Source: an optimization exercise on an open RTL-to-GDS flow (aim: small area). Production flows keep margins and buffers that such runs may drop. In this exercise RTL edits were held to simulation tests only and were not proved equivalent to the original. Power and IR drop assume default switching activity.

## flow/flow/area.abc

```
&get -n
&deepsyn -T 30
&put
dch -f
amap
```

## flow/constraint.sdc

```tcl
create_clock -name core_clock -period 5.0 [get_ports {SD_CLK}]
set_input_delay 1.0000 -clock core_clock [delete_from_list [all_inputs] [get_ports {SD_CLK}]]
set_output_delay 1.0000 -clock core_clock [all_outputs]
set_load 0.01 [all_outputs]
```

## flow/design.v

```verilog
`default_nettype none
module sd_crc16(
  input  wire       CLK,
  input  wire       IN,
  input  wire       DAT,
  input  wire       CS,
  output reg [15:0] CRC
);
wire fb  = DAT & (IN ^ CRC[15]);
wire clr = ~(DAT | CS);
always @(posedge CLK)
  CRC <= {CRC[14:12], (CRC[11] ^ fb) & ~clr, CRC[10:8], CRC[7] & ~clr,
          CRC[6:5], CRC[4] ^ fb, CRC[3] & ~clr, CRC[2:0], fb | CS};
endmodule
`default_nettype none
`timescale 1ns / 1ns
module sd_data_form
#(
parameter  [31:0] AVAIL_DATA_BITS      =  32'd4       
)
(
input  wire        SD_CLK,
input  wire        RST,
input  wire        SD_I_TRG,
output wire        SD_I_DONE,
input  wire        SD_I_PKT_RDY,
input  wire [ 63:0]SD_I_DAT,
output wire        SD_I_ACK,
input  wire        SD_I_FIRST,
input  wire        SD_I_LAST,
output wire [(AVAIL_DATA_BITS-'d1):0]SD_O_DAT,
output wire        SD_OE
);
reg         s_wait;      
reg         s_pre;       
reg         s_data;      
reg         s_crc;       
reg         s_end;       
reg  [  3:0]cnt;         
wire        c15  = &cnt;
wire        idle = ~(s_wait | s_pre | s_data | s_crc) | (s_crc & c15);
always @(posedge SD_CLK or posedge RST)
if (RST) begin
  s_wait <= 1'b0; s_pre <= 1'b0; s_data <= 1'b0; s_crc <= 1'b0; s_end <= 1'b0;
end else begin
  s_wait <= (idle & SD_I_TRG) | (s_wait & ~SD_I_PKT_RDY);
  s_pre  <= (s_wait & SD_I_PKT_RDY) | (s_pre & ~c15);
  s_data <= (s_pre & c15) | (s_data & ~(c15 & SD_I_LAST));
  s_crc  <= (s_data & c15 & SD_I_LAST) | (s_crc & ~c15);
  s_end  <= s_crc & c15;
end
always @(posedge SD_CLK)
  cnt <= (s_pre | s_data | s_crc) ? cnt + 4'd1 : 4'd12;
wire [  3:0]nib = SD_I_DAT[{cnt[3:1], ~cnt[0], 2'b00} +: 4];
wire [ 15:0]crc[0:3];
genvar i;
generate for (i = 0; i < 4; i = i + 1) begin : lane
  sd_crc16 dat_crc(.CLK(SD_CLK), .IN(nib[i]), .DAT(s_data), .CS(s_crc), .CRC(crc[i]));
end endgenerate
wire [  3:0]crc_msb = {crc[3][15], crc[2][15], crc[1][15], crc[0][15]};
assign SD_O_DAT  = s_data ? nib : crc_msb;
assign SD_OE     = (s_pre & c15) | s_data | s_crc | s_end;
assign SD_I_DONE = s_end;
assign SD_I_ACK  = s_data & c15;
endmodule
```

## flow/flow/run.sh

```bash
#!/bin/bash
# The standard layout (standard.sh), with two changes:
#  - synthesis maps the logic with an area-oriented ABC script (flow/area.abc)
#    instead of ORFS's; everything else in the standard flow's synthesis script is kept,
#    so the registers are the standard synthesis's;
#  - the port buffers are the smallest buffer, sky130_fd_sc_hd__buf_1.
set -euo pipefail
W=$(pwd)
{
  printf 'proc abc {args} {\n'
  printf '  set i [lsearch -exact $args -script]\n'
  printf '  if {$i >= 0} { lset args [expr {$i + 1}] %s }\n' "$W/flow/area.abc"
  printf '  yosys abc {*}$args\n'
  printf '}\n'
  cat synth_recipe.tcl
} > flow_synth.tcl
bash standard.sh finish SYNTH_SCRIPT="$W/flow_synth.tcl" \
  BUFFER_PORTS_ARGS="-buffer_cell sky130_fd_sc_hd__buf_1" CTS_ARGS="-repair_clock_nets -dont_use_dummy_load -buf_list {sky130_fd_sc_hd__clkbuf_16}" > standard.log 2>&1
```

## flow/config.mk

```make
export PLATFORM = sky130hd
export DESIGN_NAME = sd_data_form
export DESIGN_NICKNAME = sd_data_form
export VERILOG_FILES = /design/flow/design.v
export SDC_FILE = /design/flow/constraint.sdc
export NUM_CORES = 4
export LEC_CHECK = 0
export CAP_MARGIN = 20
export CORE_MARGIN = 2
export CORE_UTILIZATION = 40
export SLEW_MARGIN = 20
```

## flow/standard.sh

```bash
#!/bin/bash
# synth_recipe.tcl (not shown) runs the flow's synth.tcl, then flattens the netlist and writes it again
# the make line also repeats each setting of config.mk as NAME=value (left out here)
make -C /OpenROAD-flow-scripts/flow DESIGN_CONFIG=/design/flow/config.mk WORK_HOME=/design/flow/orfs CLKGATE_MAP_FILE= SYNTH_SCRIPT=/design/flow/synth_recipe.tcl "${@:-finish}"
```

==> results of run 1 <==
-- cells by family (layout without fill, tap and decap cells) --
family | Yosys count | in the layout | share of synthesized area
AOI/OAI and AO/OA | 63 | 63 | 0.1812
adders and majority gates | 1 | 1 | 0.005393
buffers and inverters | 23 | 108 | 0.03722
DFF | 73 | 73 | 0.6408
and+or+nand+nor | 70 | 70 | 0.1354
-- stage by stage --
stage | area (sq um) | hold WS, ps | std cells
6_report | 2924 | 309.2 | 387
4_1_cts | 2924 | 318.0 | 387
5_1_grt | 2924 | 325.0 | 387
3_3_place_gp | 2699 | 310.4 | 378
3_5_place_dp | 2699 | 312.1 | 378
2_1_floorplan | 2320 | 309.6 | 230
-- power breakdown --
group / total, W / switching (W) / internal, W
registers: 0.000990 / 0.000102 / 0.000888
logic: 0.000728 / 0.000450 / 0.000278
clock network: 0.000498 / 0.000185 / 0.000313
-- Yosys cell counts (2+ instances only) --
| master | n | area share |
|---|---|---|
| o21ai_0 | 14 | 0.030 |
| o221a_1 | 2 | 0.0097 |
| o221ai_1 | 5 | 0.019 |
| o21a_1 | 2 | 0.0065 |
| nor2b_1 | 9 | 0.024 |
| o22ai_1 | 9 | 0.024 |
| o2111ai_1 | 2 | 0.0076 |
| o41ai_1 | 2 | 0.0076 |
| nand3_1 | 3 | 0.0065 |
| nor2_1 | 37 | 0.060 |
| dfrtp_1 | 5 | 0.054 |
| clkinv_1 | 23 | 0.037 |
| a31oi_1 | 5 | 0.013 |
| or2_0 | 5 | 0.013 |
| dfxtp_1 | 68 | 0.59 |
| nor3_1 | 4 | 0.0086 |
| nand2_1 | 9 | 0.015 |
| a21oi_1 | 12 | 0.026 |
| o22a_1 | 4 | 0.015 |
-- how the worst min path moves through the flow --
stage | from | endpoint | slack [ps] | cells after the start
2_1_floorplan | lane[0].dat_crc.CRC[9]$_DFF_P_ | lane[0].dat_crc.CRC[10]$_DFF_P_ | 310 | 0
3_3_place_gp | lane[0].dat_crc.CRC[12]$_DFF_P_ | lane[0].dat_crc.CRC[13]$_DFF_P_ | 310 | 0
3_5_place_dp | lane[0].dat_crc.CRC[8]$_DFF_P_ | lane[0].dat_crc.CRC[9]$_DFF_P_ | 310 | 0
4_1_cts | lane[2].dat_crc.CRC[2]$_DFF_P_ | lane[2].dat_crc.CRC[3]$_DFF_P_ | 320 | 0
5_1_grt | lane[1].dat_crc.CRC[1]$_DFF_P_ | lane[1].dat_crc.CRC[2]$_DFF_P_ | 320 | 0
6_report | lane[2].dat_crc.CRC[2]$_DFF_P_ | lane[2].dat_crc.CRC[3]$_DFF_P_ | 310 | 0
-- layout by cell type (no fill, tap or decap) --
master and count:
a21o_1 1, a21oi_1 12, a222oi_1 1, a22o_1 1
a31oi_1 5, a32oi_1 1, and3_1 1, buf_1 75
buf_4 1, clkbuf_16 9, clkinv_1 23, dfrtp_1 5
dfxtp_1 68, ha_1 1, nand2_1 9, nand3_1 3
nor2_1 37, nor2b_1 9, nor3_1 4, nor4_1 1
o2111ai_1 2, o211ai_1 1, o21a_1 2, o21ai_0 14
o221a_1 2, o221ai_1 5, o22a_1 4, o22ai_1 9
o31a_1 1, o41ai_1 2, or2_0 5, or3_1 1
-- critical path, delay by kind of cell (launching register included) --
kind,cells,cell delay (ps)
AND/OR/NAND/NOR,1,220
flip-flops,1,400
AO/OA/AOI/OAI,4,1010
buffers and inverters,3,720
-- metal layers --
metal | vias to the layer above | routed length [um]
li1 | 971 | -
met1 | 792 | 2148
met2 | 68 | 2134
met3 | 5 | 459
met4 | 0 | 48
met5 | - | 0
-- flip-flops by register name, indices dropped and copies added, names as in the netlist --
signal            flops
cnt                   4
lane.dat_crc.CRC     64
s_crc                 1
s_data                1
s_end                 1
s_pre                 1
s_wait                1
-- final cells by class --
| cell class | count | area share |
|---|---|---|
| inverters | 23 | 0.02953 |
| well taps | 72 | 0.03081 |
| clock buffers | 9 | 0.07702 |
| flip-flops and latches | 73 | 0.5083 |
| multi-input cells | 134 | 0.2555 |
| repair buffers | 76 | 0.09884 |
==> impl_metrics.py, run 1 <==
metrics = {
    "clocking": {
        "clk_pin_slew_worst_paths_ps": 50,
        "ctsLongestPathBuffers": 2,
        "cts_resized": 0,
        "cts-root-buf": "clkbuf_16",
        "clock_sinks": 73,
        "cts_made_buffers": 9,
        "holdBufCountCts": 0,
        "cts_tree": "built",
        "cts_max_level": 3,
        "insertion_delay_ps": 320,
        "cts_setup_buffers": 0,
    },
    "synthesis": {
        "ys_ff_latch": 73,
        "synthesis.area_sq_mm": 0.002320,
        "ys_seq_area_frac": 0.6408,
        "synth.avg_cell_area_sq_um": 10.09,
        "synth_warnings": 2,
        "syn_nets": 301,
        "syn_inst": 230,
        "synth_edf_count": 0,
        "async_flop_share": 0.06849,
        "ys.flop_type": "dfxtp_1",
        "synth_cell_types": 29,
    },
    "global_route": {
        "overflow": 0,
        "use_met2": 0.2683,
        "track_usage": 0.1569,
        "grt_pass1_vias": 1703,
        "antenna_found_initial": 0,
        "grt_start_max_net_pins": 16,
        "busiest_layer": "met2",
        "grt_pass1_wl_um": 7458,
        "gr-usage-met1": 0.1673,
        "grt_use_met3": 0.06966,
    },
    "finish": {
        "drive_gt1_frac": 0.03175,
        "final_util": 0.5278,
        "n_fill_cell": 537,
        "antenna_cells": 0,
        "final-seq-area_sq_mm": 0.001486,
        "multiInputGateArea_sq_um": 747.0,
        "area_delta_synth_final_pct": 26.05,
        "final_nets": 388,
    },
    "routing": {
        "drt_iter0_markers": 53,
        "ant_nets": 0,
        "vias": 1836,
        "via_per_inst": 4.744,
        "totalWireLength_um": 4791,
        "drt_first_pass_iters": 4,
        "drcViolationCount": 0,
        "route.detailed.wl_per_inst_um": 12.38,
    },
    "min_path": {
        "hp-class": "register to register",
    },
    "place": {
        "io_buffer_count": 75,
        "dp_slack_ps": 1648,
        "dpl.hpwl_um": 3600,
        "place.gp.congestion": 0.7138,
    },
    "power": {
        "power.density_mw_per_mm2": 757.9,
        "p_leak_nw": 1.121,
        "peakVddDrop_mv": 0.3795,
        "finalPower_w": 0.002216,
    },
    "worst_setup_path": {
        "worst-path-max-fanout": 15,
        "critical_path.startpoint": "cnt[0]$_SDFF_PN0_",
        "cp_slowest_cell": "a222oi_1",
        "crit_end": "SD_O_DAT[0]",
        "reg2reg_setup_slack_ps": 2170,
        "crit_chain": "clkinv_1 > nor2_1 > clkinv_1 > o221ai_1 > o41ai_1 > a222oi_1 > o22ai_1 > buf_1",
        "crit_top_cell": "clkinv_1",
        "worst_path_largest_cell_delay_ps": 410,
        "crit_required_ps": 4000,
        "crit_type": "register to primary output",
        "reg2reg_from": "cnt[0]$_SDFF_PN0_",
        "rr_endpoint": "lane[0].dat_crc.CRC[5]$_DFF_P_",
        "endpoint_kind": "primary output",
        "cp-start-kind": "register",
        "arrival_ps": 2660,
        "reg2reg_depth": 10,
    },
    "floorplanning": {
        "dieHeight_um": 80.16,
        "dieArea_sq_mm": 0.006425,
        "num_rows": 27,
        "coreArea_sq_mm": 0.005540,
        "start_util": 0.4187,
        "boundaryPins": 77,
        "die_w_um": 80.16,
    },
    "sta": {
        "rsz0062_at_grt": "no",
        "finalCritPeriodShare": 0.7327,
        "report.final.hold_viol_count": 0,
        "skew_ps": 14.68,
        "worstMarginPinSlew_ps": 516.0,
        "period_needed_ps": 3664,
        "setup_tns_ps": 0,
        "setup_slack_ps": 1336,
        "drv_slew": 0,
        "relSlewSlack": 0.6524,
        "setup_viol": 0,
        "fmax_mhz": 273.0,
    },
    "outcome": {
        "status": "finished clean",
    },
    "run": {
        "maxCapViolCount": 0,
    },
}
==> inputs of run 2 (changes only) <==
--- a/flow/flow/run.sh
+++ b/flow/flow/run.sh
@@ -17,2 +17,2 @@
 bash standard.sh finish SYNTH_SCRIPT="$W/flow_synth.tcl" \
-  BUFFER_PORTS_ARGS="-buffer_cell sky130_fd_sc_hd__buf_1" CTS_ARGS="-repair_clock_nets -dont_use_dummy_load -buf_list {sky130_fd_sc_hd__clkbuf_16}" > standard.log 2>&1
+  BUFFER_PORTS_ARGS="-buffer_cell sky130_fd_sc_hd__buf_1" CTS_ARGS="-sink_clustering_enable -repair_clock_nets -dont_use_dummy_load -sink_clustering_size 40 -sink_clustering_max_diameter 200 -buf_list {sky130_fd_sc_hd__clkbuf_8 sky130_fd_sc_hd__clkbuf_16}" > standard.log 2>&1
==> run 2 against run 1 <==
- combinational power is essentially flat
- via count shrank 0.49%
- worst setup slack lost 13 ps
- synthesized area is the same
- final area shrank 3.5%
- critical path depth is the same
- clock power shrank 35%
- synthesized cell count is the same
- register-to-register slack is essentially flat
- die area is the same
- core utilization shrank 1.8 points
- clock skew is essentially flat
==> impl_metrics.py, run 2 <==
metrics = {
    "global_route": {
        "overflow": 0,
        "grt_pass1_wl_um": 7245,
        "grt_start_max_net_pins": 16,
        "antenna_found_initial": 0,
        "grt_pass1_vias": 1688,
        "track_usage": 0.1523,
    },
    "place": {
        "dp_slack_ps": 1648,
        "place.gp.congestion": 0.7138,
        "dp_cells": 378,
        "io_buffer_count": 75,
        "placedInstanceArea_sq_mm": 0.002699,
        "dpl.hpwl_um": 3600,
    },
    "synthesis": {
        "synthMostInstantiatedCell": "dfxtp_1",
        "synthTopCellsByArea": "dfxtp_1, nor2_1, dfrtp_1",
        "synthSimpleGateAreaFrac": 0.1354,
        "synth.avg_cell_area_sq_um": 10.09,
        "synth_common_cells": "dfxtp_1, nor2_1, clkinv_1",
        "synth-xor-area-share": 0,
        "ys.flop_type": "dfxtp_1",
        "synth_mux_area_frac": 0,
        "synth_cell_types": 29,
        "syn_nets": 301,
        "syn_inst": 230,
        "synth-compound-area-share": 0.1812,
        "synth_warnings": 2,
        "synthAdderAreaFrac": 0.005394,
        "synth_top_family_by_area": "compound AO/OA/AOI/OAI gates",
        "synthesis.area_sq_mm": 0.002320,
        "synth_edf_count": 0,
        "ys_ff_latch": 73,
        "netlist.area_leader.share": 0.5868,
        "async_flop_share": 0.06849,
        "yosysTopAreaCell": "dfxtp_1",
        "ys_seq_area_frac": 0.6408,
    },
    "routing": {
        "ant_nets": 0,
        "drt_first_pass_iters": 4,
        "vias": 1827,
        "drt_iter0_markers": 51,
        "route.detailed.wl_per_inst_um": 12.14,
        "totalWireLength_um": 4698,
        "via_per_inst": 4.721,
        "drcViolationCount": 0,
    },
    "sta": {
        "fmax_mhz": 272.0,
        "worstMarginPinSlew_ps": 510.5,
        "report.final.hold_viol_count": 0,
        "drv_slew": 0,
        "setup_slack_ps": 1323,
        "finalCritPeriodShare": 0.7354,
        "relSlewSlack": 0.6560,
        "period_needed_ps": 3677,
        "setup_tns_ps": 0,
        "setup_viol": 0,
        "rsz0062_at_grt": "no",
        "skew_ps": 14.31,
    },
    "clocking": {
        "cts_made_buffers": 9,
        "holdBufCountCts": 0,
        "ctsLongestPathBuffers": 2,
        "cts-root-buf": "clkbuf_8",
        "clk_pin_slew_worst_paths_ps": 70,
        "cts_resized": 0,
        "clock_sinks": 73,
        "cts_setup_buffers": 0,
        "cts_max_level": 3,
        "insertion_delay_ps": 330,
        "cts_tree": "built",
    },
    "finish": {
        "final_common_cell": "buf_1",
        "post-route-cell-area_sq_mm": 0.002823,
        "final_nets": 388,
        "fin_cells": 387,
        "largest_register": "lane.dat_crc.CRC",
        "drive_gt1_frac": 0.03175,
        "mostFrequentLayoutCells": "buf_1, dfxtp_1, nor2_1",
        "area_delta_synth_final_pct": 21.68,
        "top_regs": "lane.dat_crc.CRC: 64 flops, cnt: 4 flops",
        "largest_register_ff_count": 64,
        "antenna_cells": 0,
    },
    "floorplanning": {
        "die_w_um": 80.16,
        "coreArea_sq_mm": 0.005540,
        "num_rows": 27,
        "dieHeight_um": 80.16,
        "boundaryPins": 77,
        "start_util": 0.4187,
        "dieArea_sq_mm": 0.006425,
    },
    "worst_setup_path": {
        "worst-path-max-fanout": 15,
        "endpoint_kind": "primary output",
        "crit_required_ps": 4000,
        "worst_path_largest_cell_delay_ps": 410,
        "cp_slowest_cell": "dfxtp_1",
        "crit_type": "register to primary output",
        "cp_top_family": "compound AO/OA/AOI/OAI gates",
        "path_buf_inv": 3,
        "cp-start-kind": "register",
        "arrival_ps": 2680,
        "crit_chain": "clkinv_1 > nor2_1 > clkinv_1 > o221ai_1 > o41ai_1 > a222oi_1 > o22ai_1 > buf_1",
        "crit_top_cell": "clkinv_1",
    },
    "power": {
        "peakVddDrop_mv": 0.3073,
        "power.density_mw_per_mm2": 721.2,
        "finalPower_w": 0.002036,
        "p_leak_nw": 1.075,
    },
    "outcome": {
        "status": "finished clean",
    },
    "run": {
        "maxCapViolCount": 0,
    },
    "min_path": {
        "hp-class": "register to register",
    },
}
## run 2: logic make-up (layout without fill, tap and decap cells)
kind of cell | count (synthesis) | in the layout
flops | 73 | 73
fa+ha+maj | 1 | 1
buf+inv | 23 | 108
compound gates | 63 | 63
simple gates | 70 | 70
## run 2: power by group
| part | internal [W] | total (W) | switching (W) |
|---|---|---|---|
| logic | 0.000278 | 0.000726 | 0.000448 |
| clock network | 0.000160 | 0.000324 | 0.000164 |
| registers | 0.000886 | 0.000986 | 0.0000997 |
## run 2: final cells by class
cell class,instances,area (sq um)
inverters,23,86.33
repair buffers,76,289.0
flip-flops and latches,73,1486
multi-input cells,134,747.0
clock buffers,9,123.9
fillers,549,2718
well taps,72,90.09
## run 2: stage by stage
step	utilization	hold slack (ps)
floorplan	-	309.6
global placement	0.4871	310.4
detailed placement	0.4871	312.1
CTS	0.5095	313.3
global route	0.5095	328.1
finish	0.5095	310.4
## run 2: worst paths after layout
| kind | slack (ps) | start | to | depth (start not counted) |
|---|---|---|---|---|
| max in group asynchronous | 4330 | RST | s_pre$_DFF_PP0_ | 2 |
| min in group asynchronous | 530 | RST | s_crc$_DFF_PP0_ | 2 |
| hold reg to reg | 310 | lane[2].dat_crc.CRC[2]$_DFF_P_ | lane[2].dat_crc.CRC[3]$_DFF_P_ | 0 |
| setup reg to reg | 2160 | cnt[0]$_SDFF_PN0_ | lane[0].dat_crc.CRC[5]$_DFF_P_ | 10 |
| setup / recovery | 1320 | cnt[0]$_SDFF_PN0_ | SD_O_DAT[0] | 8 |
| hold / removal | 310 | lane[2].dat_crc.CRC[2]$_DFF_P_ | lane[2].dat_crc.CRC[3]$_DFF_P_ | 0 |
## run 2: layer usage
layer | up-vias | part of all wire | wire (um) | GRT usage
li1 | 970 | - | - | -
met1 | 773 | 0.45 | 2119 | 0.1630
met2 | 74 | 0.44 | 2061 | 0.2600
met3 | 10 | 0.091 | 429 | 0.05618
met4 | 0 | 0.019 | 88 | 0.08136
met5 | - | 0 | 0 | 0
==> inputs of run 3 (changes only) <==
==> flow/design.v (replaced) <==
`default_nettype none
module sd_crc16(
  input  wire       CLK,
  input  wire       IN,
  input  wire       DAT,
  input  wire       RUN,
  input  wire       END,
  output wire       OUT
);
reg  [15:0] crc;
assign OUT = DAT ? IN : crc[15];
wire fb = OUT ^ crc[15];
always @(posedge CLK)
  crc <= {crc[14] | END, crc[13], crc[12], (crc[11] ^ fb) & RUN, crc[10:6],
          crc[5] & RUN, crc[4] ^ fb, crc[3:0], fb};
endmodule
`default_nettype none
`timescale 1ns / 1ns
module sd_data_form
#(
parameter  [31:0] AVAIL_DATA_BITS      =  32'd4       
)
(
input  wire        SD_CLK,
input  wire        RST,
input  wire        SD_I_TRG,
output wire        SD_I_DONE,
input  wire        SD_I_PKT_RDY,
input  wire [ 63:0]SD_I_DAT,
output wire        SD_I_ACK,
input  wire        SD_I_FIRST,
input  wire        SD_I_LAST,
output wire [(AVAIL_DATA_BITS-'d1):0]SD_O_DAT,
output wire        SD_OE
);
reg         x, y, z;
reg  [  3:0]cnt;
wire        c15  = &cnt;
wire        s_data = x & y & ~z;
wire        s_crc  = x & z;
always @(posedge SD_CLK or posedge RST)
if (RST) begin
  x <= 1'b0; y <= 1'b0; z <= 1'b0;
end else begin
  x <= x ? ~(z & c15) : (z & SD_I_PKT_RDY);
  y <= x & (y | c15);
  z <= x ? (y & (z ? (~c15 | SD_I_TRG) : (c15 & SD_I_LAST)))
         : (z ? ~SD_I_PKT_RDY : SD_I_TRG);
end
always @(posedge SD_CLK)
  cnt <= x ? cnt + 4'd1 : 4'd12;
wire [  3:0]nib = SD_I_DAT[{cnt[3:1], ~cnt[0], 2'b00} +: 4];
genvar i;
generate for (i = 0; i < 4; i = i + 1) begin : lane
  sd_crc16 dat_crc(.CLK(SD_CLK), .IN(nib[i]), .DAT(s_data), .RUN(x & y),
                   .END(s_crc & c15), .OUT(SD_O_DAT[i]));
end endgenerate
assign SD_OE     = y | (x & c15);
assign SD_I_DONE = ~x & y;
assign SD_I_ACK  = s_data & c15;
endmodule
--- a/flow/flow/run.sh
+++ b/flow/flow/run.sh
@@ -17,2 +17,2 @@
 bash standard.sh finish SYNTH_SCRIPT="$W/flow_synth.tcl" \
-  BUFFER_PORTS_ARGS="-buffer_cell sky130_fd_sc_hd__buf_1" CTS_ARGS="-sink_clustering_enable -repair_clock_nets -dont_use_dummy_load -sink_clustering_size 40 -sink_clustering_max_diameter 200 -buf_list {sky130_fd_sc_hd__clkbuf_8 sky130_fd_sc_hd__clkbuf_16}" > standard.log 2>&1
+  BUFFER_PORTS_ARGS="-buffer_cell sky130_fd_sc_hd__buf_1" CTS_ARGS="-sink_clustering_enable -repair_clock_nets -dont_use_dummy_load -buf_list sky130_fd_sc_hd__clkbuf_4" > standard.log 2>&1
==> run 3 against run 2 <==
- still clean on timing, DRC and antenna
- clock power is 29% lower
- hold slack better by 3.0 ps
- non-clock buffer count is 1 lower
- largest power group unchanged
==> impl_metrics.py, run 3 <==
metrics = {
    "outcome": {
        "status": "finished clean",
    },
    "worst_setup_path": {
        "endpoint_kind": "primary output",
        "arrival_ps": 2880,
        "crit_required_ps": 4000,
        "worst-path-max-fanout": 7,
        "reg2reg_from": "x$_DFF_PP0_",
        "reg2reg_depth": 11,
        "crit_type": "register to primary output",
        "reg2reg_setup_slack_ps": 2060,
        "critical_path.startpoint": "x$_DFF_PP0_",
        "cp-start-kind": "register",
    },
    "sta": {
        "drv_slew": 0,
        "period_needed_ps": 3885,
        "setup_tns_ps": 0,
        "relSlewSlack": 0.5044,
        "hold_slack_ps": 313.4,
        "fmax_mhz": 257.4,
        "worstMarginPinSlew_ps": 740.6,
        "finalCritPeriodShare": 0.7769,
        "skew_ps": 28.69,
        "rsz0062_at_grt": "no",
        "report.final.hold_viol_count": 0,
        "setup_viol": 0,
    },
    "synthesis": {
        "synth_edf_count": 0,
        "synth_cell_types": 24,
        "synth_common_cells": "dfxtp_1, nor2_1, nand2_1",
        "ys.flop_type": "dfxtp_1",
        "ys_ff_latch": 71,
        "yosysTopAreaCell": "dfxtp_1",
        "synth_warnings": 2,
        "syn_nets": 279,
        "ys_seq_area_frac": 0.6475,
        "async_flop_share": 0.04225,
        "synthesis.area_sq_mm": 0.002218,
        "netlist.area_leader.share": 0.6136,
        "synthMostInstantiatedCell": "dfxtp_1",
        "syn_inst": 208,
        "synthTopCellsByArea": "dfxtp_1, a222oi_1, nor2_1",
        "synth.avg_cell_area_sq_um": 10.67,
    },
    "clocking": {
        "cts_setup_buffers": 0,
        "cts_max_level": 3,
        "clk_pin_slew_worst_paths_ps": 110,
        "cts-root-buf": "clkbuf_4",
        "holdBufCountCts": 0,
        "clock_sinks": 71,
        "ctsLongestPathBuffers": 2,
        "cts_resized": 0,
        "cts_tree": "built",
        "cts_made_buffers": 9,
        "insertion_delay_ps": 380,
    },
    "finish": {
        "final_nets": 361,
        "n_fill_cell": 552,
        "top_regs": "lane.dat_crc.crc: 64 flops, cnt: 4 flops",
        "antenna_cells": 0,
        "largest_register": "lane.dat_crc.crc",
        "mostFrequentLayoutCells": "buf_1, dfxtp_1, nor2_1",
        "area_delta_synth_final_pct": 18.44,
        "final-seq-area_sq_mm": 0.001436,
        "drive_gt1_frac": 0.03125,
        "multiInputGateArea_sq_um": 699.4,
        "largest_register_ff_count": 64,
        "final_common_cell": "buf_1",
    },
    "min_path": {
        "hp-class": "register to register",
        "worstHoldStart": "lane[1].dat_crc.crc[9]$_DFF_P_",
        "hold-path-cell-count": 0,
    },
    "floorplanning": {
        "dieArea_sq_mm": 0.006158,
        "die_w_um": 78.47,
        "coreArea_sq_mm": 0.005439,
        "dieHeight_um": 78.47,
        "boundaryPins": 77,
        "start_util": 0.4079,
        "num_rows": 27,
    },
    "routing": {
        "drcViolationCount": 0,
        "drt_first_pass_iters": 4,
        "via_per_inst": 4.856,
        "ant_nets": 0,
        "vias": 1748,
        "route.detailed.wl_per_inst_um": 11.93,
        "totalWireLength_um": 4296,
        "drt_iter0_markers": 96,
    },
    "place": {
        "dpl.hpwl_um": 3236,
        "io_buffer_count": 75,
        "place.gp.congestion": 0.7397,
    },
    "global_route": {
        "track_usage": 0.1424,
        "overflow": 0,
        "grt_start_max_net_pins": 13,
        "grt_pass1_vias": 1548,
        "antenna_found_initial": 0,
        "grt_pass1_wl_um": 6768,
    },
    "power": {
        "power.density_mw_per_mm2": 577.6,
        "p_leak_nw": 1.011,
        "peakVddDrop_mv": 0.2347,
        "finalPower_w": 0.001518,
    },
    "run": {
        "maxCapViolCount": 0,
    },
}
==> run 3: cell types whose count changed in the layout (fill, tap and decap cells not counted), moves of 3 or more <==
| cell | delta |
|---|---|
| nor2_1 | -14 |
| nand2_1 | +10 |
| a222oi_1 | +9 |
| clkbuf_4 | +9 |
| clkbuf_8 | -9 |
| clkinv_1 | -9 |
| o21ai_0 | -7 |
| o22ai_1 | -6 |
| nor3_1 | -4 |
| o22a_1 | -4 |
| a21o_1 | +3 |
| and3_1 | +3 |
==> run 3: area by class of cell <==
| cell class | count | area share |
|---|---|---|
| flip-flops and latches | 71 | 0.5467 |
| multi-input cells | 119 | 0.2662 |
| repair buffers | 75 | 0.1071 |
| well taps | 72 | 0.03429 |
| clock buffers | 9 | 0.02571 |
| inverters | 14 | 0.02000 |
==> run 3: cell families (layout without fill, tap and decap cells) <==
family	after synthesis	in the layout	synth area share
DFF	71	71	0.6475
adders and majority gates	1	1	0.005639
and+or+nand+nor	61	61	0.1241
buffers and inverters	18	98	0.03723
AOI/OAI and AO/OA	57	57	0.1856
==> run 3: metal layers <==
metal  wire length (um)  global-route usage  vias to the layer above
met5                  0                   0                        -
met4                 23             0.06316                        0
li1                   -                   -                      901
met1               1980              0.1729                      768
met2               1914              0.2284                       77
met3                377             0.04943                        2
==> run 3: critical path: stages, from the launching register on <==
cell and delay [ps]:
dfrtp_1 430, clkinv_1 180, nor2_1 290, clkinv_1 270, nor2_1 350, clkinv_1 260
a311oi_1 290, o21ai_0 150, o21ai_0 140, buf_1 180
==> run 3: path summary, 6_finish.rpt <==
check | end
min in group asynchronous | z$_DFF_PP0_
max in group asynchronous | y$_DFF_PP0_
setup reg to reg | lane[2].dat_crc.crc[12]$_DFF_P_
hold reg to reg | lane[1].dat_crc.crc[10]$_DFF_P_
hold / removal | lane[1].dat_crc.crc[10]$_DFF_P_
setup / recovery | SD_O_DAT[2]
==> run 3: where the power goes <==
| part | total (W) | internal (W) | switching (W) | leakage [nW] |
|---|---|---|---|---|
| clock | 0.000230 | 0.0000838 | 0.000146 | 0.0414 |
| combinational | 0.000512 | 0.000195 | 0.000317 | 0.377 |
| sequential | 0.000776 | 0.000715 | 0.0000613 | 0.592 |
| total | 0.00152 | 0.000993 | 0.000524 | 1.01 |
==> run 3: stage by stage <==
stage,setup slack (ps),instances,utilization,cell area (sq um)
6_report,1115,360,0.4831,2628
5_1_grt,732.4,360,0.4831,2628
4_1_cts,1010,360,0.4831,2628
3_5_place_dp,1437,351,0.4707,2560
3_3_place_gp,1452,351,0.4707,2560
2_1_floorplan,2099,208,-,2218
==> inputs of run 4 (changes only) <==
==> flow/flow/area.abc (replaced) <==
&get -n
&deepsyn -T 10
&put
dch -f
amap -F 4 -A 10
==> run 4 against run 3 <==
- synthesized cell count shrank 2.4%
- combinational power grew 1%
- synthesized area decreased by 0.34%
- non-clock buffer count rose by 1
- critical path type unchanged
- still clean on timing, DRC and antenna
- flip-flop and latch count unchanged
- total power is 1.1% higher
- final area did not move
- count of clock-buffer cells in the layout did not move
- sequential share of layout area stayed put
- core utilization rose by 0.30 points
==> impl_metrics.py, run 4 <==
metrics = {
    "outcome": {
        "status": "finished clean",
    },
    "place": {
        "io_buffer_count": 75,
        "place.gp.congestion": 0.7505,
        "placedInstanceArea_sq_mm": 0.002560,
        "dpl.hpwl_um": 3515,
    },
    "sta": {
        "rsz0062_at_grt": "no",
        "finalCritPeriodShare": 0.7561,
        "setup_viol": 0,
        "setup_tns_ps": 0,
        "relSlewSlack": 0.4133,
        "fmax_mhz": 264.5,
        "drv_slew": 0,
        "worstMarginPinSlew_ps": 876.8,
        "report.final.hold_viol_count": 0,
        "skew_ps": 10.66,
        "period_needed_ps": 3781,
    },
    "synthesis": {
        "synthesis.area_sq_mm": 0.002211,
        "synthMostInstantiatedCell": "dfxtp_1",
        "syn_inst": 203,
        "synth_edf_count": 0,
        "syn_nets": 274,
        "synth_cell_types": 25,
        "synth_warnings": 2,
        "ys_seq_area_frac": 0.6497,
        "synth.avg_cell_area_sq_um": 10.89,
        "yosysTopAreaCell": "dfxtp_1",
        "synth_common_cells": "dfxtp_1, nor2_1, clkinv_1",
        "ys_ff_latch": 71,
        "async_flop_share": 0.04225,
        "synthTopCellsByArea": "dfxtp_1, a222oi_1, nor2_1",
        "netlist.area_leader.share": 0.6157,
        "ys.flop_type": "dfxtp_1",
    },
    "floorplanning": {
        "die_w_um": 78.35,
        "dieHeight_um": 78.35,
        "start_util": 0.4090,
        "dieArea_sq_mm": 0.006138,
        "coreArea_sq_mm": 0.005405,
        "num_rows": 27,
        "boundaryPins": 77,
    },
    "finish": {
        "area_delta_synth_final_pct": 18.85,
        "drive_gt1_frac": 0.03521,
        "final-seq-area_sq_mm": 0.001436,
        "n_fill_cell": 536,
        "top_regs": "lane.dat_crc.crc: 64 flops, cnt: 4 flops",
        "post-route-cell-area_sq_mm": 0.002628,
        "final_common_cell": "buf_1",
        "antenna_cells": 0,
        "final_nets": 357,
        "largest_register_ff_count": 64,
        "multiInputGateArea_sq_um": 684.4,
        "mostFrequentLayoutCells": "buf_1, dfxtp_1, nor2_1",
        "largest_register": "lane.dat_crc.crc",
    },
    "routing": {
        "vias": 1758,
        "drcViolationCount": 0,
        "totalWireLength_um": 4608,
        "route.detailed.wl_per_inst_um": 12.94,
        "via_per_inst": 4.938,
        "drt_iter0_markers": 81,
        "drt_first_pass_iters": 5,
        "ant_nets": 0,
    },
    "clocking": {
        "cts_made_buffers": 9,
        "cts_tree": "built",
        "holdBufCountCts": 0,
        "cts_resized": 0,
        "cts-root-buf": "clkbuf_4",
        "cts_setup_buffers": 0,
        "clock_sinks": 71,
        "ctsLongestPathBuffers": 2,
        "cts_max_level": 3,
        "clk_pin_slew_worst_paths_ps": 90,
        "insertion_delay_ps": 370,
    },
    "worst_setup_path": {
        "reg2reg_setup_slack_ps": 2020,
        "cp-start-kind": "register",
        "reg2reg_from": "cnt[0]$_SDFF_PN0_",
        "crit_required_ps": 4000,
        "reg2reg_depth": 10,
        "arrival_ps": 2780,
        "crit_type": "register to primary output",
        "rr_endpoint": "lane[3].dat_crc.crc[12]$_DFF_P_",
        "worst-path-max-fanout": 8,
        "endpoint_kind": "primary output",
    },
    "global_route": {
        "grt_pass1_wl_um": 7196,
        "overflow": 0,
        "grt_start_max_net_pins": 13,
        "track_usage": 0.1543,
        "antenna_found_initial": 0,
        "grt_pass1_vias": 1600,
    },
    "run": {
        "maxCapViolCount": 0,
    },
    "power": {
        "p_leak_nw": 0.9962,
        "power.density_mw_per_mm2": 583.8,
        "peakVddDrop_mv": 0.2729,
    },
    "min_path": {
        "hold-path-cell-count": 0,
        "worstHoldStart": "lane[3].dat_crc.crc[13]$_DFF_P_",
        "whs_endpoint": "lane[3].dat_crc.crc[14]$_DFF_P_",
        "hp-class": "register to register",
    },
}
-- run 4: logic make-up (layout without fill, tap and decap cells) --
logic type / count (synthesis) / in the layout / share of synthesized area
fa+ha+maj: 1 / 1 / 0.005658
compound gates: 59 / 59 / 0.2020
buf+inv: 20 / 101 / 0.04075
simple gates: 52 / 52 / 0.1019
flops: 71 / 71 / 0.6497
-- run 4: power by group --
group	leakage (nW)	internal, W	switching, W
registers	0.592	0.000715	0.0000657
logic	0.362	0.000201	0.000317
clock network	0.0414	0.0000837	0.000151
total	0.996	0.00100	0.000534
-- run 4: how the worst max path moves through the flow --
| stage | from | to | slack (ps) |
|---|---|---|---|
| detailed placement | x$_DFF_PP0_ | SD_O_DAT[2] | 1560 |
| CTS | x$_DFF_PP0_ | SD_O_DAT[2] | 1140 |
| floorplan | SD_I_DAT[19] | SD_O_DAT[3] | 2080 |
| global route | x$_DFF_PP0_ | SD_O_DAT[2] | 960 |
| finish | x$_DFF_PP0_ | SD_O_DAT[2] | 1220 |
| global placement | x$_DFF_PP0_ | SD_O_DAT[2] | 1600 |
-- run 4: per-stage QoR --
stage	hold slack [ps]	setup WS, ps	total power (W)	instances	utilization
floorplan	309.6	2078	0.001180	203	-
global placement	309.6	1596	0.001307	347	0.4736
detailed placement	312.1	1562	0.001317	347	0.4736
CTS	322.2	1142	0.001555	356	0.4861
global route	335.0	959.2	0.001655	356	0.4861
finish	323.7	1219	0.001534	356	0.4861
-- run 4: layer usage --
| layer | part of all wire | wire length [um] | track usage | vias to the layer above |
|---|---|---|---|---|
| li1 | - | - | - | 902 |
| met1 | 0.42 | 1917 | 0.1712 | 756 |
| met2 | 0.45 | 2094 | 0.2612 | 93 |
| met3 | 0.11 | 513 | 0.05402 | 7 |
| met4 | 0.018 | 82 | 0.07895 | 0 |
| met5 | 0 | 0 | 0 | - |
-- run 4: worst max-delay path, stage by stage (launching register included) --
cell      delay, ps
dfrtp_1         450
clkinv_1        180
nor2_1          300
clkinv_1        290
nor2_1          200
clkinv_1        250
a41oi_1         230
o221ai_1        170
o21ai_0         160
buf_1           180
-- run 4: area by class of cell --
cell class / instances / share of cell area
Clock buffer: 9 / 0.02571
Inverter: 16 / 0.02286
Multi-Input combinational cell: 112 / 0.2605
Sequential cell: 71 / 0.5467
Tap cell: 72 / 0.03429
Timing Repair Buffer: 76 / 0.1100
==> inputs of run 5 (changes only) <==
--- a/flow/flow/run.sh
+++ b/flow/flow/run.sh
@@ -17,2 +17,2 @@
 bash standard.sh finish SYNTH_SCRIPT="$W/flow_synth.tcl" \
-  BUFFER_PORTS_ARGS="-buffer_cell sky130_fd_sc_hd__buf_1" CTS_ARGS="-sink_clustering_enable -repair_clock_nets -dont_use_dummy_load -buf_list sky130_fd_sc_hd__clkbuf_4" > standard.log 2>&1
+  BUFFER_PORTS_ARGS="-buffer_cell sky130_fd_sc_hd__buf_1" CTS_ARGS="-sink_clustering_enable -repair_clock_nets -dont_use_dummy_load -sink_buffer_max_cap_derate 1.0 -buf_list sky130_fd_sc_hd__clkbuf_4" > standard.log 2>&1
==> flow/flow/area.abc (replaced) <==
&get -n
&deepsyn -T 30
&put
dch -f
amap
==> run 5 against run 4 <==
- still clean
- total power is 1.1% lower
- sequential power shrank 0.6%
- fmax is 2.7% lower
- combinational power shrank 1%
- non-clock buffer count is 1 lower
- clock skew up 18 ps
- via count shrank 0.57%
- critical path depth did not move
- core utilization shrank 0.30 points
- register-to-register slack gained 40 ps
- synthesized area increased by 0.34%
- clock power fell by 2%
- critical path type unchanged
- critical endpoint unchanged
- largest cell class unchanged
- highest routed layer unchanged
==> impl_metrics.py, run 5 <==
metrics = {
    "finish": {
        "top_regs": "lane.dat_crc.crc: 64 flops, cnt: 4 flops",
        "final_common_cell": "buf_1",
        "fin_cells": 360,
        "post-route-cell-area_sq_mm": 0.002628,
        "largest_register_ff_count": 64,
        "antenna_cells": 0,
        "area_delta_synth_final_pct": 18.44,
        "drive_gt1_frac": 0.03125,
        "n_fill_cell": 552,
        "final_nets": 361,
        "largest_register": "lane.dat_crc.crc",
        "mostFrequentLayoutCells": "buf_1, dfxtp_1, nor2_1",
    },
    "floorplanning": {
        "boundaryPins": 77,
        "start_util": 0.4079,
        "num_rows": 27,
        "dieArea_sq_mm": 0.006158,
        "coreArea_sq_mm": 0.005439,
        "die_w_um": 78.47,
        "dieHeight_um": 78.47,
    },
    "place": {
        "placedInstanceArea_sq_mm": 0.002560,
        "dp_cells": 351,
        "dp_slack_ps": 1437,
        "place.gp.congestion": 0.7397,
        "io_buffer_count": 75,
        "dpl.hpwl_um": 3236,
    },
    "synthesis": {
        "syn_nets": 279,
        "ys_ff_latch": 71,
        "synth_edf_count": 0,
        "synthesis.area_sq_mm": 0.002218,
        "synthTopCellsByArea": "dfxtp_1, a222oi_1, nor2_1",
        "ys_seq_area_frac": 0.6475,
        "synth_warnings": 2,
        "synthMostInstantiatedCell": "dfxtp_1",
        "netlist.area_leader.share": 0.6136,
        "yosysTopAreaCell": "dfxtp_1",
        "ys.flop_type": "dfxtp_1",
        "synth.avg_cell_area_sq_um": 10.67,
        "synth_common_cells": "dfxtp_1, nor2_1, nand2_1",
        "syn_inst": 208,
        "async_flop_share": 0.04225,
        "synth_cell_types": 24,
    },
    "sta": {
        "skew_ps": 28.69,
        "setup_tns_ps": 0,
        "relSlewSlack": 0.5044,
        "fmax_mhz": 257.4,
        "worstMarginPinSlew_ps": 740.6,
        "period_needed_ps": 3885,
        "rsz0062_at_grt": "no",
        "drv_slew": 0,
        "setup_slack_ps": 1115,
        "setup_viol": 0,
        "finalCritPeriodShare": 0.7769,
        "report.final.hold_viol_count": 0,
    },
    "clocking": {
        "cts_setup_buffers": 0,
        "clock_sinks": 71,
        "clk_pin_slew_worst_paths_ps": 110,
        "cts_max_level": 3,
        "cts_made_buffers": 9,
        "ctsLongestPathBuffers": 2,
        "holdBufCountCts": 0,
        "cts-root-buf": "clkbuf_4",
        "insertion_delay_ps": 380,
        "cts_resized": 0,
        "cts_tree": "built",
    },
    "min_path": {
        "hp-class": "register to register",
        "worstHoldStart": "lane[1].dat_crc.crc[9]$_DFF_P_",
        "whs_endpoint": "lane[1].dat_crc.crc[10]$_DFF_P_",
        "hold-path-cell-count": 0,
    },
    "routing": {
        "vias": 1748,
        "totalWireLength_um": 4296,
        "via_per_inst": 4.856,
        "drcViolationCount": 0,
        "route.detailed.wl_per_inst_um": 11.93,
        "ant_nets": 0,
        "drt_iter0_markers": 96,
        "drt_first_pass_iters": 4,
    },
    "run": {
        "maxCapViolCount": 0,
    },
    "worst_setup_path": {
        "crit_top_cell": "clkinv_1",
        "endpoint_kind": "primary output",
        "reg2reg_from": "x$_DFF_PP0_",
        "cp-start-kind": "register",
        "crit_type": "register to primary output",
        "crit_required_ps": 4000,
        "reg2reg_setup_slack_ps": 2060,
        "path_buf_inv": 4,
        "reg2reg_depth": 11,
        "cp_slowest_cell": "dfrtp_1",
        "crit_chain": "clkinv_1 > nor2_1 > clkinv_1 > nor2_1 > clkinv_1 > a311oi_1 > o21ai_0 > o21ai_0 > buf_1",
        "rr_endpoint": "lane[2].dat_crc.crc[12]$_DFF_P_",
        "arrival_ps": 2880,
        "worst-path-max-fanout": 7,
        "cp_top_family": "buffers and inverters",
        "worst_path_largest_cell_delay_ps": 430,
    },
    "outcome": {
        "status": "finished clean",
    },
    "power": {
        "peakVddDrop_mv": 0.2347,
        "p_leak_nw": 1.011,
        "power.density_mw_per_mm2": 577.6,
    },
    "global_route": {
        "antenna_found_initial": 0,
        "grt_pass1_wl_um": 6768,
        "track_usage": 0.1424,
        "grt_start_max_net_pins": 13,
        "overflow": 0,
        "grt_pass1_vias": 1548,
    },
}
run 5: changes by cell type after synthesis, sizes merged, moves of 4 or more:
cell	before	now
nand2	12	19
a31oi	0	6
nor2b	6	10
and3	0	4
run 5: power breakdown:
part	switching [W]	internal, W	total, W
combinational	0.000317	0.000195	0.000512
sequential	0.0000613	0.000715	0.000776
clock	0.000146	0.0000838	0.000230
total	0.000524	0.000993	0.00152
run 5: worst max-delay path by stage:
stage,start,to,slack (ps),depth (start not counted)
global route,x$_DFF_PP0_,SD_O_DAT[2],730,9
finish,x$_DFF_PP0_,SD_O_DAT[2],1120,9
CTS,x$_DFF_PP0_,SD_O_DAT[2],1010,9
detailed placement,x$_DFF_PP0_,SD_O_DAT[2],1440,9
global placement,x$_DFF_PP0_,SD_O_DAT[2],1450,9
floorplan,x$_DFF_PP0_,SD_O_DAT[2],2100,9
run 5: kinds of logic (layout without fill, tap and decap cells):
| group | after synthesis | in the layout | share of synthesized area |
|---|---|---|---|
| flops | 71 | 71 | 0.6475 |
| simple gates | 61 | 61 | 0.1241 |
| compound gates | 57 | 57 | 0.1856 |
| buf+inv | 18 | 98 | 0.03723 |
| fa+ha+maj | 1 | 1 | 0.005639 |
run 5: layout make-up:
cell class | instances | area [sq um] | share of cell area
clock buffers | 9 | 67.56 | 0.02571
flip-flops and latches | 71 | 1436 | 0.5467
multi-input cells | 119 | 699.4 | 0.2662
repair buffers | 75 | 281.5 | 0.1071
well taps | 72 | 90.09 | 0.03429
inverters | 14 | 52.55 | 0.02000
run 5: worst register-to-register path, stage by stage, from the launching register on:
cell and delay (ps):
dfrtp_1 430, clkinv_1 180, nor2_1 290, clkinv_1 280
nor2_1 350, clkinv_1 260, a311oi_1 290, o21ai_0 150
o21ai_0 140, o22ai_1 210, o21ai_0 200, a21oi_1 60
run 5: routing by layer:
| metal | GRT usage | share of wire | up-vias |
|---|---|---|---|
| li1 | - | - | 901 |
| met3 | 0.04943 | 0.088 | 2 |
| met1 | 0.1729 | 0.46 | 768 |
| met2 | 0.2284 | 0.45 | 77 |
| met5 | 0 | 0 | - |
| met4 | 0.06316 | 0.0054 | 0 |
run 5: stage by stage:
step           utilization  hold WS [ps]  total power (W)
2_1_floorplan            -         309.6         0.001176
3_3_place_gp        0.4707         310.1         0.001299
3_5_place_dp        0.4707         312.1         0.001303
4_1_cts             0.4831         317.0         0.001539
5_1_grt             0.4831         324.3         0.001647
6_report            0.4831         313.4         0.001518
==> inputs of run 6 (changes only) <==
--- a/flow/flow/run.sh
+++ b/flow/flow/run.sh
@@ -17,2 +17,2 @@
 bash standard.sh finish SYNTH_SCRIPT="$W/flow_synth.tcl" \
-  BUFFER_PORTS_ARGS="-buffer_cell sky130_fd_sc_hd__buf_1" CTS_ARGS="-sink_clustering_enable -repair_clock_nets -dont_use_dummy_load -sink_buffer_max_cap_derate 1.0 -buf_list sky130_fd_sc_hd__clkbuf_4" > standard.log 2>&1
+  BUFFER_PORTS_ARGS="-buffer_cell sky130_fd_sc_hd__buf_1" CTS_ARGS="-sink_clustering_enable -repair_clock_nets -dont_use_dummy_load -sink_clustering_size 30 -sink_clustering_max_diameter 150 -buf_list sky130_fd_sc_hd__clkbuf_4" > standard.log 2>&1
==> run 6 against run 5 <==
- global-route usage is the same
- sequential power is essentially flat
- core utilization is the same
- critical endpoint unchanged
- largest cell class unchanged
==> impl_metrics.py, run 6 <==
metrics = {
    "outcome": {
        "status": "finished clean",
    },
    "synthesis": {
        "synthTopCellsByArea": "dfxtp_1, a222oi_1, nor2_1",
        "synthMostInstantiatedCell": "dfxtp_1",
        "synth_cell_types": 24,
        "synth_edf_count": 0,
        "yosysTopAreaCell": "dfxtp_1",
        "ys_seq_area_frac": 0.6475,
        "ys_ff_latch": 71,
        "syn_inst": 208,
        "synth.avg_cell_area_sq_um": 10.67,
        "netlist.area_leader.share": 0.6136,
        "ys.flop_type": "dfxtp_1",
        "synth_common_cells": "dfxtp_1, nor2_1, nand2_1",
        "async_flop_share": 0.04225,
        "synthesis.area_sq_mm": 0.002218,
        "synth_warnings": 2,
        "syn_nets": 279,
    },
    "sta": {
        "period_needed_ps": 3885,
        "setup_tns_ps": 0,
        "report.final.hold_viol_count": 0,
        "rsz0062_at_grt": "no",
        "skew_ps": 28.69,
        "fmax_mhz": 257.4,
        "drv_slew": 0,
        "relSlewSlack": 0.5044,
        "finalCritPeriodShare": 0.7769,
        "worstMarginPinSlew_ps": 740.6,
        "setup_viol": 0,
    },
    "routing": {
        "via_per_inst": 4.856,
        "totalWireLength_um": 4296,
        "drt_iter0_markers": 96,
        "route.detailed.wl_per_inst_um": 11.93,
        "vias": 1748,
        "drt_first_pass_iters": 4,
        "ant_nets": 0,
        "drcViolationCount": 0,
    },
    "worst_setup_path": {
        "crit_top_cell": "clkinv_1",
        "crit_chain": "clkinv_1 > nor2_1 > clkinv_1 > nor2_1 > clkinv_1 > a311oi_1 > o21ai_0 > o21ai_0 > buf_1",
        "cp-start-kind": "register",
        "critical_path_depth": 9,
        "worst_path_largest_cell_delay_ps": 430,
        "reg2reg_setup_slack_ps": 2060,
        "worst-path-max-fanout": 7,
        "rr_endpoint": "lane[2].dat_crc.crc[12]$_DFF_P_",
        "crit_required_ps": 4000,
        "arrival_ps": 2880,
        "cp_slowest_cell": "dfrtp_1",
        "crit_type": "register to primary output",
        "endpoint_kind": "primary output",
        "reg2reg_from": "x$_DFF_PP0_",
        "crit_end": "SD_O_DAT[2]",
        "path_buf_inv": 4,
        "critical_path.startpoint": "x$_DFF_PP0_",
        "reg2reg_depth": 11,
        "cp_top_family": "buffers and inverters",
    },
    "floorplanning": {
        "boundaryPins": 77,
        "dieHeight_um": 78.47,
        "die_w_um": 78.47,
        "start_util": 0.4079,
        "num_rows": 27,
        "coreArea_sq_mm": 0.005439,
        "dieArea_sq_mm": 0.006158,
    },
    "finish": {
        "mostFrequentLayoutCells": "buf_1, dfxtp_1, nor2_1",
        "drive_gt1_frac": 0.03125,
        "final_common_cell": "buf_1",
        "largest_register": "lane.dat_crc.crc",
        "antenna_cells": 0,
        "final_util": 0.4831,
        "n_fill_cell": 552,
        "multiInputGateArea_sq_um": 699.4,
        "top_regs": "lane.dat_crc.crc: 64 flops, cnt: 4 flops",
        "final_nets": 361,
        "area_delta_synth_final_pct": 18.44,
        "final-seq-area_sq_mm": 0.001436,
        "largest_register_ff_count": 64,
    },
    "power": {
        "peakVddDrop_mv": 0.2347,
        "power.density_mw_per_mm2": 577.6,
        "p_leak_nw": 1.011,
    },
    "clocking": {
        "insertion_delay_ps": 380,
        "cts_resized": 0,
        "cts_max_level": 3,
        "ctsLongestPathBuffers": 2,
        "holdBufCountCts": 0,
        "clk_pin_slew_worst_paths_ps": 110,
        "cts-root-buf": "clkbuf_4",
        "clock_sinks": 71,
        "cts_tree": "built",
        "cts_made_buffers": 9,
        "cts_setup_buffers": 0,
    },
    "run": {
        "maxCapViolCount": 0,
    },
    "global_route": {
        "grt_start_max_net_pins": 13,
        "grt_pass1_wl_um": 6768,
        "antenna_found_initial": 0,
        "overflow": 0,
        "grt_pass1_vias": 1548,
        "track_usage": 0.1424,
    },
    "min_path": {
        "hp-class": "register to register",
    },
    "place": {
        "io_buffer_count": 75,
        "dpl.hpwl_um": 3236,
        "place.gp.congestion": 0.7397,
    },
}
## run 6: cell counts in the layout (fill, tap and decap cells not counted)
Identical to the previous run, type by type.
## run 6: cell type report
type,count,share of cell area
sequential,71,0.5467
multi-input combinational,119,0.2662
timing repair buffer,75,0.1071
tap,72,0.03429
clock buffer,9,0.02571
inverter,14,0.02000
## run 6: cell families after synthesis
kind of cell / count (synthesis) / share of synthesized area
DFF: 71 / 0.6475
buffers and inverters: 18 / 0.03723
and+or+nand+nor: 61 / 0.1241
adders and majority gates: 1 / 0.005639
AOI/OAI and AO/OA: 57 / 0.1856
## run 6: worst min-delay path by stage
stage                                     from                              end  depth (start not counted)
6_report        lane[1].dat_crc.crc[9]$_DFF_P_  lane[1].dat_crc.crc[10]$_DFF_P_                          0
5_1_grt         lane[1].dat_crc.crc[9]$_DFF_P_  lane[1].dat_crc.crc[10]$_DFF_P_                          0
4_1_cts         lane[1].dat_crc.crc[9]$_DFF_P_  lane[1].dat_crc.crc[10]$_DFF_P_                          0
3_5_place_dp    lane[3].dat_crc.crc[0]$_DFF_P_   lane[3].dat_crc.crc[1]$_DFF_P_                          0
3_3_place_gp   lane[0].dat_crc.crc[10]$_DFF_P_  lane[0].dat_crc.crc[11]$_DFF_P_                          0
2_1_floorplan   lane[0].dat_crc.crc[9]$_DFF_P_  lane[0].dat_crc.crc[10]$_DFF_P_                          0
## run 6: per-stage QoR
step | cell area (sq um) | hold WS (ps) | std cells | total power [W] | setup WS (ps)
2_1_floorplan | 2218 | 309.6 | 208 | 0.001176 | 2099
3_3_place_gp | 2560 | 310.1 | 351 | 0.001299 | 1452
3_5_place_dp | 2560 | 312.1 | 351 | 0.001303 | 1437
4_1_cts | 2628 | 317.0 | 360 | 0.001539 | 1010
5_1_grt | 2628 | 324.3 | 360 | 0.001647 | 732.4
6_report | 2628 | 313.4 | 360 | 0.001518 | 1115
## run 6: power by group
| group | internal, W | leakage, nW | switching (W) |
|---|---|---|---|
| Sequential | 0.000715 | 0.592 | 0.0000613 |
| Clock | 0.0000838 | 0.0414 | 0.000146 |
| Combinational | 0.000195 | 0.377 | 0.000317 |
## run 6: per-layer routing
layer,share of wire,wire length [um],track usage
met1,0.46,1980,0.1729
met2,0.45,1914,0.2284
met3,0.088,377,0.04943
met4,0.0054,23,0.06316
met5,0,0,0
==> inputs of run 7 (changes only) <==
==> flow/flow/run.sh (replaced) <==
#!/bin/bash
# The standard layout (standard.sh), with these changes:
#  - synthesis maps the logic with several area-oriented ABC scripts and keeps
#    the smallest result (flow/abc_multi.tcl) instead of ORFS's one script;
#    everything else in the standard flow's synthesis script is kept, so the registers are
#    the standard synthesis's;
#  - the port buffers are the smallest buffer, sky130_fd_sc_hd__buf_1;
#  - CTS uses sky130_fd_sc_hd__clkbuf_4 and no dummy loads.
# Each tool's output is in the ORFS logs (orfs/logs/); make's in standard.log.
set -euo pipefail
W=$(pwd)
mkdir -p abc_scripts
i=0
for s in 0 1 2 3 4 5 6 7; do
  for d in "dch" "dch -f"; do
    printf '&get -n\n&deepsyn -J 50 -S %s -T 20\n&put\n%s\namap -F 4 -A 10\n' "$s" "$d" \
      > abc_scripts/s$i.abc
    i=$((i + 1))
  done
done
printf 'strash\ndch\namap -F 4 -A 10\n' > abc_scripts/s$i.abc; i=$((i + 1))
printf 'strash\ndch -f\namap -F 4 -A 10\n' > abc_scripts/s$i.abc
{
  printf 'set ::abc_scripts [lsort -dictionary [glob %s/abc_scripts/*.abc]]\n' "$W"
  cat flow/abc_multi.tcl
  cat synth_recipe.tcl
} > flow_synth.tcl
bash standard.sh finish SYNTH_SCRIPT="$W/flow_synth.tcl" \
  BUFFER_PORTS_ARGS="-buffer_cell sky130_fd_sc_hd__buf_1" \
  CTS_ARGS="-sink_clustering_enable -repair_clock_nets -dont_use_dummy_load -buf_list sky130_fd_sc_hd__clkbuf_4" \
  > standard.log 2>&1
==> flow/flow/abc_multi.tcl (new file) <==
# Area-oriented replacement of the abc command ORFS's synthesis calls: maps the
# logic with each script in abc_scripts and keeps the smallest result.
proc abc {args} {
  set libs {}
  for {set i 0} {$i < [llength $args]} {incr i} {
    if {[lindex $args $i] eq "-liberty"} { lappend libs -liberty [lindex $args [expr {$i + 1}]] }
  }
  set si [lsearch -exact $args -script]
  yosys design -save abc_multi_in
  set best_area ""
  set best_script ""
  foreach script $::abc_scripts {
    yosys design -load abc_multi_in
    set a $args
    lset a [expr {$si + 1}] $script
    yosys abc {*}$a
    set rpt [yosys tee -q -s result.string stat {*}$libs]
    set area ""
    regexp {Chip area for (?:top )?module[^:]*:\s*([0-9.eE+]+)} $rpt -> area
    puts "abc_multi: $script area $area"
    if {$area ne "" && ($best_area eq "" || $area < $best_area)} {
      set best_area $area
      set best_script $script
      yosys design -save abc_multi_best
    }
  }
  puts "abc_multi: kept $best_script area $best_area"
  yosys design -load abc_multi_best
}
--- a/flow/config.mk
+++ b/flow/config.mk
@@ -7,5 +7,5 @@
 export LEC_CHECK = 0
-export CAP_MARGIN = 20
+export CAP_MARGIN = 0
 export CORE_MARGIN = 2
 export CORE_UTILIZATION = 40
-export SLEW_MARGIN = 20
+export SLEW_MARGIN = 0
removed: flow/flow/area.abc
==> run 7 against run 6 <==
- non-clock buffer count up 4
- largest power group unchanged
- critical endpoint is now SD_O_DAT[1]
- combinational power up 2%
- largest cell class unchanged
- register-to-register slack better by 140 ps
- global-route usage up 2.3 points
==> impl_metrics.py, run 7 <==
metrics = {
    "synthesis": {
        "ys_seq_area_frac": 0.6586,
        "ys_ff_latch": 71,
        "async_flop_share": 0.04225,
        "synthTopCellsByArea": "dfxtp_1, a222oi_1, nor2_1",
        "synth_edf_count": 0,
        "synth_warnings": 2,
        "synthMostInstantiatedCell": "dfxtp_1",
        "synth_cell_types": 22,
        "ys.flop_type": "dfxtp_1",
        "synthesis.area_sq_mm": 0.002181,
        "synth_common_cells": "dfxtp_1, nor2_1, clkinv_1",
        "netlist.area_leader.share": 0.6242,
        "yosysTopAreaCell": "dfxtp_1",
        "synth.avg_cell_area_sq_um": 10.80,
        "syn_nets": 273,
        "syn_inst": 202,
    },
    "clocking": {
        "cts_tree": "built",
        "cts-root-buf": "clkbuf_4",
        "ctsLongestPathBuffers": 2,
        "cts_made_buffers": 9,
        "clock_sinks": 71,
        "holdBufCountCts": 0,
        "cts_max_level": 3,
        "insertion_delay_ps": 370,
        "clk_pin_slew_worst_paths_ps": 90,
        "cts_resized": 0,
        "cts_setup_buffers": 0,
    },
    "routing": {
        "drcViolationCount": 0,
        "ant_nets": 0,
        "route.detailed.wl_per_inst_um": 13.14,
        "via_per_inst": 4.944,
        "drt_iter0_markers": 83,
        "totalWireLength_um": 4678,
        "drt_first_pass_iters": 6,
        "vias": 1760,
    },
    "run": {
        "maxCapViolCount": 0,
    },
    "sta": {
        "skew_ps": 17.26,
        "worstMarginPinSlew_ps": 513.5,
        "rsz0062_at_grt": "no",
        "report.final.hold_viol_count": 0,
        "finalCritPeriodShare": 0.7506,
        "setup_tns_ps": 0,
        "relSlewSlack": 0.6570,
        "fmax_mhz": 266.5,
        "drv_slew": 0,
        "setup_viol": 0,
        "period_needed_ps": 3753,
    },
    "worst_setup_path": {
        "arrival_ps": 2750,
        "worst-path-max-fanout": 8,
        "crit_type": "register to primary output",
        "cp_slowest_cell": "nor2_1",
        "endpoint_kind": "primary output",
        "crit_required_ps": 4000,
        "worst_path_largest_cell_delay_ps": 480,
        "cp-start-kind": "register",
        "cp_top_family": "simple AND/OR/NAND/NOR gates",
        "path_buf_inv": 3,
        "crit_chain": "clkinv_1 > nor2_1 > clkinv_1 > nor2_1 > o311ai_0 > o21ai_0 > buf_1",
    },
    "finish": {
        "top_regs": "lane.dat_crc.crc: 64 flops, cnt: 4 flops",
        "antenna_cells": 0,
        "post-route-cell-area_sq_mm": 0.002618,
        "mostFrequentLayoutCells": "buf_1, dfxtp_1, nor2_1",
        "largest_register_ff_count": 64,
        "final_common_cell": "buf_1",
        "final_nets": 359,
        "fin_cells": 356,
        "area_delta_synth_final_pct": 20.02,
        "final_util": 0.5060,
        "n_fill_cell": 505,
        "largest_register": "lane.dat_crc.crc",
        "drive_gt1_frac": 0.04545,
    },
    "floorplanning": {
        "coreArea_sq_mm": 0.005172,
        "num_rows": 26,
        "die_w_um": 77.84,
        "start_util": 0.4216,
        "boundaryPins": 77,
        "dieHeight_um": 77.84,
        "dieArea_sq_mm": 0.006059,
    },
    "power": {
        "p_leak_nw": 0.9723,
        "power.density_mw_per_mm2": 581.8,
        "peakVddDrop_mv": 0.3002,
    },
    "place": {
        "dpl.hpwl_um": 3537,
        "placedInstanceArea_sq_mm": 0.002550,
        "dp_cells": 347,
        "place.gp.congestion": 0.7375,
        "io_buffer_count": 75,
    },
    "global_route": {
        "grt_pass1_wl_um": 7721,
        "overflow": 0,
        "track_usage": 0.1652,
        "grt_pass1_vias": 1694,
        "grt_start_max_net_pins": 13,
        "antenna_found_initial": 0,
    },
    "outcome": {
        "status": "finished clean",
    },
    "min_path": {
        "hp-class": "register to register",
    },
}
==> run 7: cell type report <==
type                            count  area, sq um  area share
Inverter                           16        60.06     0.02294
Sequential cell                    71         1436      0.5488
Multi-Input combinational cell    111        654.4      0.2500
Clock buffer                        9        67.56     0.02581
Tap cell                           70        87.58     0.03346
Timing Repair Buffer               79        311.5      0.1190
==> run 7: final timing paths <==
kind	start	end	slack (ps)	cells after the start
min in group asynchronous	RST	x$_DFF_PP0_	440	2
worst min register to register	lane[2].dat_crc.crc[7]$_DFF_P_	lane[2].dat_crc.crc[8]$_DFF_P_	310	0
worst min-delay path	lane[2].dat_crc.crc[7]$_DFF_P_	lane[2].dat_crc.crc[8]$_DFF_P_	310	0
worst max-delay path	x$_DFF_PP0_	SD_O_DAT[1]	1250	7
worst max register to register	x$_DFF_PP0_	lane[1].dat_crc.crc[12]$_DFF_P_	2200	9
max in group asynchronous	RST	z$_DFF_PP0_	4450	2
==> run 7: logic make-up after synthesis <==
kind of cell,count (synthesis),synth area share
compound gates,62,0.1956
fa+ha+maj,1,0.005736
buf+inv,20,0.04131
flops,71,0.6586
simple gates,48,0.09868
==> run 7: worst register-to-register path, delay by kind of cell (launching register included) <==
family	cells	cell delay, ps
buffers and inverters	2	510
flip-flops	1	450
AO/OA/AOI/OAI	5	970
AND/OR/NAND/NOR	2	760
==> run 7: power breakdown <==
group | internal, W | leakage (nW) | total, W | switching (W)
combinational | 0.000197 | 0.339 | 0.000520 | 0.000323
sequential | 0.000710 | 0.592 | 0.000768 | 0.0000579
clock | 0.0000837 | 0.0414 | 0.000234 | 0.000151
total | 0.000991 | 0.972 | 0.00152 | 0.000532
==> run 7: per-stage QoR <==
stage	setup WS, ps	hold WS (ps)	total power [W]
3_5_place_dp	1550	312.1	0.001306
2_1_floorplan	1876	309.6	0.001145
5_1_grt	854.4	318.8	0.001654
4_1_cts	1121	315.1	0.001545
3_3_place_gp	1597	310.5	0.001295
6_report	1247	313.7	0.001523
==> run 7: routing by layer <==
metal	track usage	wire length, um	vias up
met2	0.2810	2128	85
met1	0.1810	2026	768
met4	0.06964	51	0
met3	0.06744	471	4
met5	0	0	-
li1	-	-	903

## re-timing with driven ports
How much do the figures lean on ideal ports? The routed layouts below were timed once more, with nothing changed but the port constraints. Step 1 sets driving cells, clkbuf_16 on the clock port and buf_2 on the other inputs (assumed; they add their load-dependent delay and slew). Step 2, shift: input delay + t, output delay - t, t = (earliest + latest rising clock arrival at the registers) / 2. This alone moves slack from input paths to output paths. Three values: ideal ports, drivers, drivers and shift; two values: the first two.
run | shift t [ns] | slack for setup (ns) | worst setup path at the end | clock arrival spread, ns
run 1 | 0.342 | 1.336 / 1.305 / 1.647 | register to output | 0.018 / 0.018
run 2 | 0.345 | 1.323 / 1.297 / 1.642 | register to output | 0.017 / 0.017
run 3 | 0.384 | 1.115 / 1.093 / 1.477 | register to output | 0.028 / 0.029
run 4 | 0.393 | 1.219 / 1.196 / 1.589 | register to output | 0.011 / 0.010
run 5 | 0.384 | 1.115 / 1.093 / 1.477 | register to output | 0.028 / 0.029
run 6 | 0.384 | 1.115 / 1.093 / 1.477 | register to output | 0.028 / 0.029
run 7 | 0.389 | 1.247 / 1.225 / 1.613 | register to output | 0.020 / 0.021
After both steps every run listed still meets setup and hold.
